Context: an optimization exercise on an open-source flow, tuned for small area. The choices shown serve that exercise and are no tape-out recipe. At most, simulation tests tie the RTL to the original design; equivalence was not proved. Power and IR drop assume default switching activity.

==> v17 <==
Design UART_Data_Processor, start of the top module:
module UART_Data_Processor(
    input clk,
    input rst,
    input rx_pin_in,
    input  wire        MISO,
    output wire        MOSI,
    output wire        SPI_CLK,
    output wire        CS_n,
    output [7:0] seg7
);
clock: 8.0 ns
lec_check: 0
cap_margin: 20
core_margin: 2
core_utilization: 40
slew_margin: 20
standard.sh (not shown) runs the stock make flow with config.mk's settings and CLKGATE_MAP_FILE= SYNTH_SCRIPT=/design/flow/synth_recipe.tcl, a recipe that flattens the netlist after the stock synthesis.
==> flow/flow/run.sh <==
#!/bin/bash
# Standard ORFS layout with tuned clock-tree and port-buffer options.
set -euo pipefail
export CTS_ARGS="-sink_clustering_enable -repair_clock_nets -dont_use_dummy_load -buf_list {sky130_fd_sc_hd__clkbuf_8} -sink_clustering_size 30 -sink_clustering_max_diameter 80"
export BUFFER_PORTS_ARGS="-buffer_cell sky130_fd_sc_hd__buf_1"
bash standard.sh > standard.log 2>&1
==> inputs of v31, as changes to v17 <==
--- a/flow/design.v
+++ b/flow/design.v
@@ -26,27 +26,22 @@
                      END = 4'd6, BEGIN = 4'd7, DATA0 = 4'd8;
     reg [3:0] pos;
     reg       cnt1;        
     reg [7:0] rxd;
     wire band = pos[3] | (pos[2:1] == 2'b11);
     wire done = (pos == DONE);
     reg [13:0] bcnt;
     reg        bps;
-    always @(posedge clk)
-        if (!band) begin
-            bcnt <= 14'd15646;
-            bps  <= 1'b0;
-        end else if (bcnt == 14'd15665) begin
-            bcnt <= 14'd0;
-            bps  <= 1'b1;
-        end else begin
-            bcnt <= {bcnt[12:0], ~(bcnt[0] ^ bcnt[1] ^ bcnt[13])};
-            bps  <= 1'b0;
-        end
+    wire       bend = (bcnt == 14'd13817);
+    always @(posedge clk) begin
+        if (!band) bcnt <= 14'd12864;
+        else       bcnt <= {bcnt[12:0], ~(bcnt[0] ^ bcnt[1] ^ bcnt[13]) ^ bend};
+        bps <= band & bend;
+    end
     always @(posedge clk or posedge rst)
         if (rst) begin
             pos  <= IDLE;
             cnt1 <= 1'b0;
         end else if (pos[3]) begin
             if (bps) pos <= (pos[2:0] == 3'd7) ? END : {1'b1, inc3(pos[2:0])};
         end else begin
             case (pos[2:0])
@@ -85,60 +80,53 @@
         endcase
     endfunction
     reg [1:0] bc;
     reg [9:0] ccnt;
     reg       sr;          
     reg [3:0] cb2;         
     reg [3:0] aoff;        
     wire      we = (bc == 2'd2);    
-    localparam [9:0] CEND = 10'd611;    
-    wire [9:0] cstep = {ccnt[8:0], ~(ccnt[2] ^ ccnt[9])};
+    localparam [9:0] CEND = 10'd832;    
+    wire       cend = (ccnt == CEND);
     always @(posedge clk or posedge rst)
         if (rst) begin
             bc   <= 2'd0;
-            ccnt <= 10'd0;
             sr   <= 1'b0;
             cb2  <= 4'hE;
         end else if (done) begin
             case (bc)
                 2'd0: bc <= 2'd1;
                 2'd1: begin
                     cb2 <= amap(rxd);
                     bc  <= 2'd2;
                 end
                 2'd2: begin
                     sr <= 1'b1;
-                    if (ccnt == CEND) begin
-                        ccnt <= 10'd0;
-                        bc   <= 2'd3;
-                    end else
-                        ccnt <= cstep;
+                    if (cend) bc <= 2'd3;
                 end
                 2'd3: begin
                     sr <= 1'b0;
-                    if (ccnt == CEND) begin
-                        ccnt <= 10'd0;
-                        bc   <= 2'd0;
-                    end else
-                        ccnt <= cstep;
+                    if (cend) bc <= 2'd0;
                 end
             endcase
         end
+    always @(posedge clk or posedge rst)
+        if (rst) ccnt <= 10'd641;
+        else if (done && bc[1]) ccnt <= {ccnt[8:0], ~(ccnt[2] ^ ccnt[9]) ^ cend};
     always @(posedge clk)
         if (done && bc == 2'd1) aoff <= cb2;
     reg [6:0] scnt;
-    always @(posedge clk or posedge rst)
-        if (rst)                scnt <= 7'd60;
-        else if (scnt == 7'd32) scnt <= 7'd0;
-        else                    scnt <= {scnt[5:0], ~(scnt[5] ^ scnt[6])};
-    wire spclk = (scnt == 7'd0);
-    wire e1    = (scnt == 7'd1);
-    wire e124  = (scnt == 7'd80);
-    wire e125  = (scnt == 7'd32);
+    wire spclk = (scnt == 7'd1);
+    wire e1    = (scnt == 7'd3);
+    wire e124  = (scnt == 7'd32);
+    wire e125  = (scnt == 7'd64);
+    always @(posedge clk or posedge rst)
+        if (rst) scnt <= 7'd120;
+        else     scnt <= {scnt[5:0], ~(scnt[5] ^ scnt[6]) ^ e125};
     assign SPI_CLK = spclk;
     reg sra, srb;
     always @(posedge clk or posedge rst)
         if (rst)       sra <= 1'b0;
         else if (e124) sra <= sr;
     always @(posedge clk)
         if (e124) srb <= sra;
     reg [5:0] p;
==> flow/flow/run.sh (replaced) <==
#!/bin/bash
# Standard ORFS layout with tuned clock-tree and port-buffer options.
set -euo pipefail
export CTS_ARGS="-sink_clustering_enable -repair_clock_nets -dont_use_dummy_load -buf_list {sky130_fd_sc_hd__clkbuf_4} -sink_clustering_size 20 -sink_clustering_max_diameter 40"
export BUFFER_PORTS_ARGS="-buffer_cell sky130_fd_sc_hd__buf_1"
bash standard.sh > standard.log 2>&1
CORE_UTILIZATION = 65   (was 40)
PLACE_DENSITY = 0.75   (was default)
==> inputs of v15, as changes to v17 <==
--- a/flow/design.v
+++ b/flow/design.v
@@ -26,27 +26,22 @@
                      END = 4'd6, BEGIN = 4'd7, DATA0 = 4'd8;
     reg [3:0] pos;
     reg       cnt1;        
     reg [7:0] rxd;
     wire band = pos[3] | (pos[2:1] == 2'b11);
     wire done = (pos == DONE);
     reg [13:0] bcnt;
     reg        bps;
-    always @(posedge clk)
-        if (!band) begin
-            bcnt <= 14'd15646;
-            bps  <= 1'b0;
-        end else if (bcnt == 14'd15665) begin
-            bcnt <= 14'd0;
-            bps  <= 1'b1;
-        end else begin
-            bcnt <= {bcnt[12:0], ~(bcnt[0] ^ bcnt[1] ^ bcnt[13])};
-            bps  <= 1'b0;
-        end
+    wire       bend = (bcnt == 14'd13817);
+    always @(posedge clk) begin
+        if (!band) bcnt <= 14'd12864;
+        else       bcnt <= {bcnt[12:0], ~(bcnt[0] ^ bcnt[1] ^ bcnt[13]) ^ bend};
+        bps <= band & bend;
+    end
     always @(posedge clk or posedge rst)
         if (rst) begin
             pos  <= IDLE;
             cnt1 <= 1'b0;
         end else if (pos[3]) begin
             if (bps) pos <= (pos[2:0] == 3'd7) ? END : {1'b1, inc3(pos[2:0])};
         end else begin
             case (pos[2:0])
@@ -85,60 +80,53 @@
         endcase
     endfunction
     reg [1:0] bc;
     reg [9:0] ccnt;
     reg       sr;          
     reg [3:0] cb2;         
     reg [3:0] aoff;        
     wire      we = (bc == 2'd2);    
-    localparam [9:0] CEND = 10'd611;    
-    wire [9:0] cstep = {ccnt[8:0], ~(ccnt[2] ^ ccnt[9])};
+    localparam [9:0] CEND = 10'd832;    
+    wire       cend = (ccnt == CEND);
     always @(posedge clk or posedge rst)
         if (rst) begin
             bc   <= 2'd0;
-            ccnt <= 10'd0;
             sr   <= 1'b0;
             cb2  <= 4'hE;
         end else if (done) begin
             case (bc)
                 2'd0: bc <= 2'd1;
                 2'd1: begin
                     cb2 <= amap(rxd);
                     bc  <= 2'd2;
                 end
                 2'd2: begin
                     sr <= 1'b1;
-                    if (ccnt == CEND) begin
-                        ccnt <= 10'd0;
-                        bc   <= 2'd3;
-                    end else
-                        ccnt <= cstep;
+                    if (cend) bc <= 2'd3;
                 end
                 2'd3: begin
                     sr <= 1'b0;
-                    if (ccnt == CEND) begin
-                        ccnt <= 10'd0;
-                        bc   <= 2'd0;
-                    end else
-                        ccnt <= cstep;
+                    if (cend) bc <= 2'd0;
                 end
             endcase
         end
+    always @(posedge clk or posedge rst)
+        if (rst) ccnt <= 10'd641;
+        else if (done && bc[1]) ccnt <= {ccnt[8:0], ~(ccnt[2] ^ ccnt[9]) ^ cend};
     always @(posedge clk)
         if (done && bc == 2'd1) aoff <= cb2;
     reg [6:0] scnt;
-    always @(posedge clk or posedge rst)
-        if (rst)                scnt <= 7'd60;
-        else if (scnt == 7'd32) scnt <= 7'd0;
-        else                    scnt <= {scnt[5:0], ~(scnt[5] ^ scnt[6])};
-    wire spclk = (scnt == 7'd0);
-    wire e1    = (scnt == 7'd1);
-    wire e124  = (scnt == 7'd80);
-    wire e125  = (scnt == 7'd32);
+    wire spclk = (scnt == 7'd1);
+    wire e1    = (scnt == 7'd3);
+    wire e124  = (scnt == 7'd32);
+    wire e125  = (scnt == 7'd64);
+    always @(posedge clk or posedge rst)
+        if (rst) scnt <= 7'd120;
+        else     scnt <= {scnt[5:0], ~(scnt[5] ^ scnt[6]) ^ e125};
     assign SPI_CLK = spclk;
     reg sra, srb;
     always @(posedge clk or posedge rst)
         if (rst)       sra <= 1'b0;
         else if (e124) sra <= sr;
     always @(posedge clk)
         if (e124) srb <= sra;
     reg [5:0] p;
==> flow/flow/run.sh (replaced) <==
#!/bin/bash
# Standard ORFS layout with tuned clock-tree and port-buffer options.
set -euo pipefail
export CTS_ARGS="-sink_clustering_enable -repair_clock_nets -dont_use_dummy_load -buf_list {sky130_fd_sc_hd__clkbuf_4} -sink_clustering_size 20 -sink_clustering_max_diameter 60"
export BUFFER_PORTS_ARGS="-buffer_cell sky130_fd_sc_hd__buf_1"
bash standard.sh > standard.log 2>&1
CORE_UTILIZATION = 65   (was 40)
==> inputs of v32, as changes to v17 <==
--- a/flow/design.v
+++ b/flow/design.v
@@ -17,58 +17,75 @@
     function [3:0] inc4(input [3:0] x);
         inc4 = x ^ {&x[2:0], &x[1:0], x[0], 1'b1};
     endfunction
     reg pin_pre;
     always @(posedge clk or posedge rst)
         if (rst) pin_pre <= 1'b0;
         else     pin_pre <= rx_pin_in;
     wire h2l = ~rx_pin_in & pin_pre;
-    localparam [3:0] IDLE = 4'd0, DONE = 4'd1, BFREE = 4'd2, FINISH = 4'd3,
-                     END = 4'd6, BEGIN = 4'd7, DATA0 = 4'd8;
-    reg [3:0] pos;
-    reg       cnt1;        
-    reg [7:0] rxd;
-    wire band = pos[3] | (pos[2:1] == 2'b11);
-    wire done = (pos == DONE);
+    reg        band;
     reg [13:0] bcnt;
     reg        bps;
     always @(posedge clk)
         if (!band) begin
             bcnt <= 14'd15646;
             bps  <= 1'b0;
         end else if (bcnt == 14'd15665) begin
             bcnt <= 14'd0;
             bps  <= 1'b1;
         end else begin
             bcnt <= {bcnt[12:0], ~(bcnt[0] ^ bcnt[1] ^ bcnt[13])};
             bps  <= 1'b0;
         end
-    always @(posedge clk or posedge rst)
-        if (rst) begin
+    localparam [3:0] IDLE = 4'd0, BEGIN = 4'd1, END = 4'd2, BFREE = 4'd3,
+                     FINISH = 4'd4, DATA0 = 4'd8;
+    reg [3:0] pos;
+    reg       done;
+    reg       cnt1;        
+    reg [7:0] rxd;
+    always @(posedge clk or posedge rst)
+        if (rst) begin
+            band <= 1'b0;
             pos  <= IDLE;
+            done <= 1'b0;
             cnt1 <= 1'b0;
         end else if (pos[3]) begin
             if (bps) pos <= (pos[2:0] == 3'd7) ? END : {1'b1, inc3(pos[2:0])};
         end else begin
             case (pos[2:0])
-                IDLE[2:0], DONE[2:0]:
-                    if (h2l) pos <= BEGIN;
+                IDLE[2:0]:
+                    if (h2l) begin
+                        done <= 1'b0;
+                        band <= 1'b1;
+                        pos  <= BEGIN;
+                    end
                 BEGIN[2:0]:
-                    if (bps) pos <= rx_pin_in ? IDLE : DATA0;
+                    if (bps) begin
+                        if (!rx_pin_in) pos <= DATA0;
+                        else begin
+                            band <= 1'b0;
+                            pos  <= IDLE;
+                        end
+                    end
                 END[2:0]:
-                    if (bps) pos <= BFREE;
+                    if (bps) begin
+                        band <= 1'b0;
+                        pos  <= BFREE;
+                    end
                 BFREE[2:0]:
                     if (!cnt1 && rxd != 8'h52) pos <= IDLE;
                     else begin
                         pos  <= FINISH;
                         cnt1 <= ~cnt1;
                     end
-                FINISH[2:0]:
-                    pos <= cnt1 ? IDLE : DONE;
+                FINISH[2:0]: begin
+                    if (!cnt1) done <= 1'b1;
+                    pos <= IDLE;
+                end
                 default: ;
             endcase
         end
     always @(posedge clk)
         if (pos[3] && bps) rxd <= {rx_pin_in, rxd[7:1]};
     function [3:0] amap(input [7:0] b);
         case (b[7:4])
             4'h3: amap = (b[3] & (b[2] | b[1])) ? 4'hE : b[3:0];
@@ -182,54 +199,49 @@
             else if (hi_en) hi <= hi | MISO;
             if (lo_en) lo <= {lo[2:0], MISO};
         end
     reg [3:0] dout;
     always @(posedge clk or posedge rst)
         if (rst) dout <= 4'd0;
         else if (spclk && p_last) dout <= hi ? 4'hE : lo;
     reg [3:0] mem [0:7];
-    reg [3:0] wa, ra, s3, x1, x2;
-    reg       rinc;        
+    reg [3:0] wa, ra, s1, s3, x1, x2;
     reg       full, empty;
     wire [3:0] wnext = (we && !full) ? inc4(wa) : wa;
     always @(posedge clk or posedge rst)
         if (rst) begin
             wa   <= 4'd0;
             full <= 1'b0;
         end else begin
             wa   <= wnext;
             full <= (wnext == (s3 ^ 4'b1000));
         end
     always @(posedge clk)
         if (we) mem[wa[2:0]] <= aoff;
-    wire [3:0] ra1  = inc4(ra);
-    wire       rgo  = re && !empty;
-    always @(posedge clk or posedge rst)
-        if (rst) begin
+    wire [3:0] rnext = (re && !empty) ? inc4(ra) : ra;
+    always @(posedge clk or posedge rst)
+        if (rst) begin
+            ra    <= 4'd0;
             empty <= 1'b1;
             x1    <= 4'd0;
             x2    <= 4'd0;
         end else if (e124) begin
-            empty <= (x2 == (rgo ? ra1 : ra));
+            ra    <= rnext;
+            empty <= (x2 == rnext);
             x1    <= wa;
             x2    <= x1;
         end
     always @(posedge clk)
-        if (e124) rinc <= rgo;
-    always @(posedge clk or posedge rst)
-        if (rst) begin
-            ra <= 4'd0;
-            s3 <= 4'd0;
-        end else if (e1) begin
-            s3 <= ra;
-            if (rinc) ra <= ra1;
-        end
-    always @(posedge clk)
-        if (e125 && re) rdat <= mem[ra[2:0]];
+        if (e124) s1 <= ra;
+    always @(posedge clk or posedge rst)
+        if (rst)     s3 <= 4'd0;
+        else if (e1) s3 <= s1;
+    always @(posedge clk)
+        if (e125 && re) rdat <= mem[s1[2:0]];
     reg [7:0] seg;
     always @(*)
         case (dout)
             4'h0: seg = 8'b00000011;
             4'h1: seg = 8'b10011111;
             4'h2: seg = 8'b00100101;
             4'h3: seg = 8'b00001101;
             4'h4: seg = 8'b10011001;
==> qor summary <==
| quantity | v17 | v15 | v31 | v32 |
|---|---|---|---|---|
| Multiplexer area fraction after synthesis | 7.974% | 8.359% | 8.359% | 9.082% |
| Power of the clock network | 0.000392 W | 0.000287 W | 0.000287 W | 0.000400 W |
| Status | no timing/DRC/antenna violations | no timing/DRC/antenna violations | no timing/DRC/antenna violations | no timing/DRC/antenna violations |
| FFs & Latches | 133 | 133 | 133 | 138 |
| Met1 wire length | 4683 µm | 4528 µm | 4518 µm | 4746 µm |
| Multi-input gate share of total cell area | 35.89% | 37.05% | 37.04% | 34.89% |
| Arrival time reported for the critical path endpoint | 2180 ps | 2720 ps | 2710 ps | 2840 ps |
| Post-synth EDFFs | 55 | 55 | 55 | 58 |
| Total wire length after detailed routing | 9799 µm | 9763 µm | 9633 µm | 10280 µm |
| Number of well-tap cells placed | 184 | 111 | 111 | 188 |
| Flop pwr share | 63.8% | 61.8% | 61.8% | 64.2% |
| Buffering stage count on the worst path with inverters included | 2 | 4 | 4 | 4 |
| Buffers outside the clock class | 16 | 15 | 15 | 15 |
| Total area of sequential cells | 0.003538 mm² | 0.003542 mm² | 0.003542 mm² | 0.003679 mm² |
| Number of clock sinks seen by CTS | 133 | 133 | 133 | 138 |
| Area fraction of the dominant cell type after synthesis | 27.48% | 27.59% | 27.59% | 28.41% |
| Fillcell total | 1333 | 687 | 658 | 1418 |
| Non-clock buffer area fraction after layout | 1.048% | 0.9604% | 0.9600% | 0.9131% |
| Instance count of the mapped netlist | 484 | 497 | 497 | 495 |
Function not checked in v31, v15 and v32: the RTL went through the layout flow alone.

==> what the ideal ports hide <==
How much do the figures lean on ideal ports? The routed layouts below were timed once more, with nothing changed but the port constraints. Step 1 sets driving cells, clkbuf_16 on the clock port and buf_2 on the other inputs (assumed; they add their load-dependent delay and slew). Step 2 adds t to the input delays and takes it off the output delays; t is the mean of the earliest and latest rising clock arrival at the registers after step 1. Input paths then give back, and output paths get back, about the clock's delay inside the block. Three values: no drivers, after step 1, after step 2; two values: the first two.
run	t, ns	setup WS [ns]	worst slew at a driven data input, ns
v17	0.459	4.218 / 4.198 / 4.198	0.03
v31	0.520	3.694 / 3.674 / 3.674	0.03
v15	0.497	3.681 / 3.661 / 3.661	0.03
v32	0.450	3.565 / 3.544 / 3.544	0.03
After both steps setup and hold are still met in every run listed. For v32, which loses most, drivers alone change the setup slack by -0.021 ns; drivers and shift together by -0.021 ns.
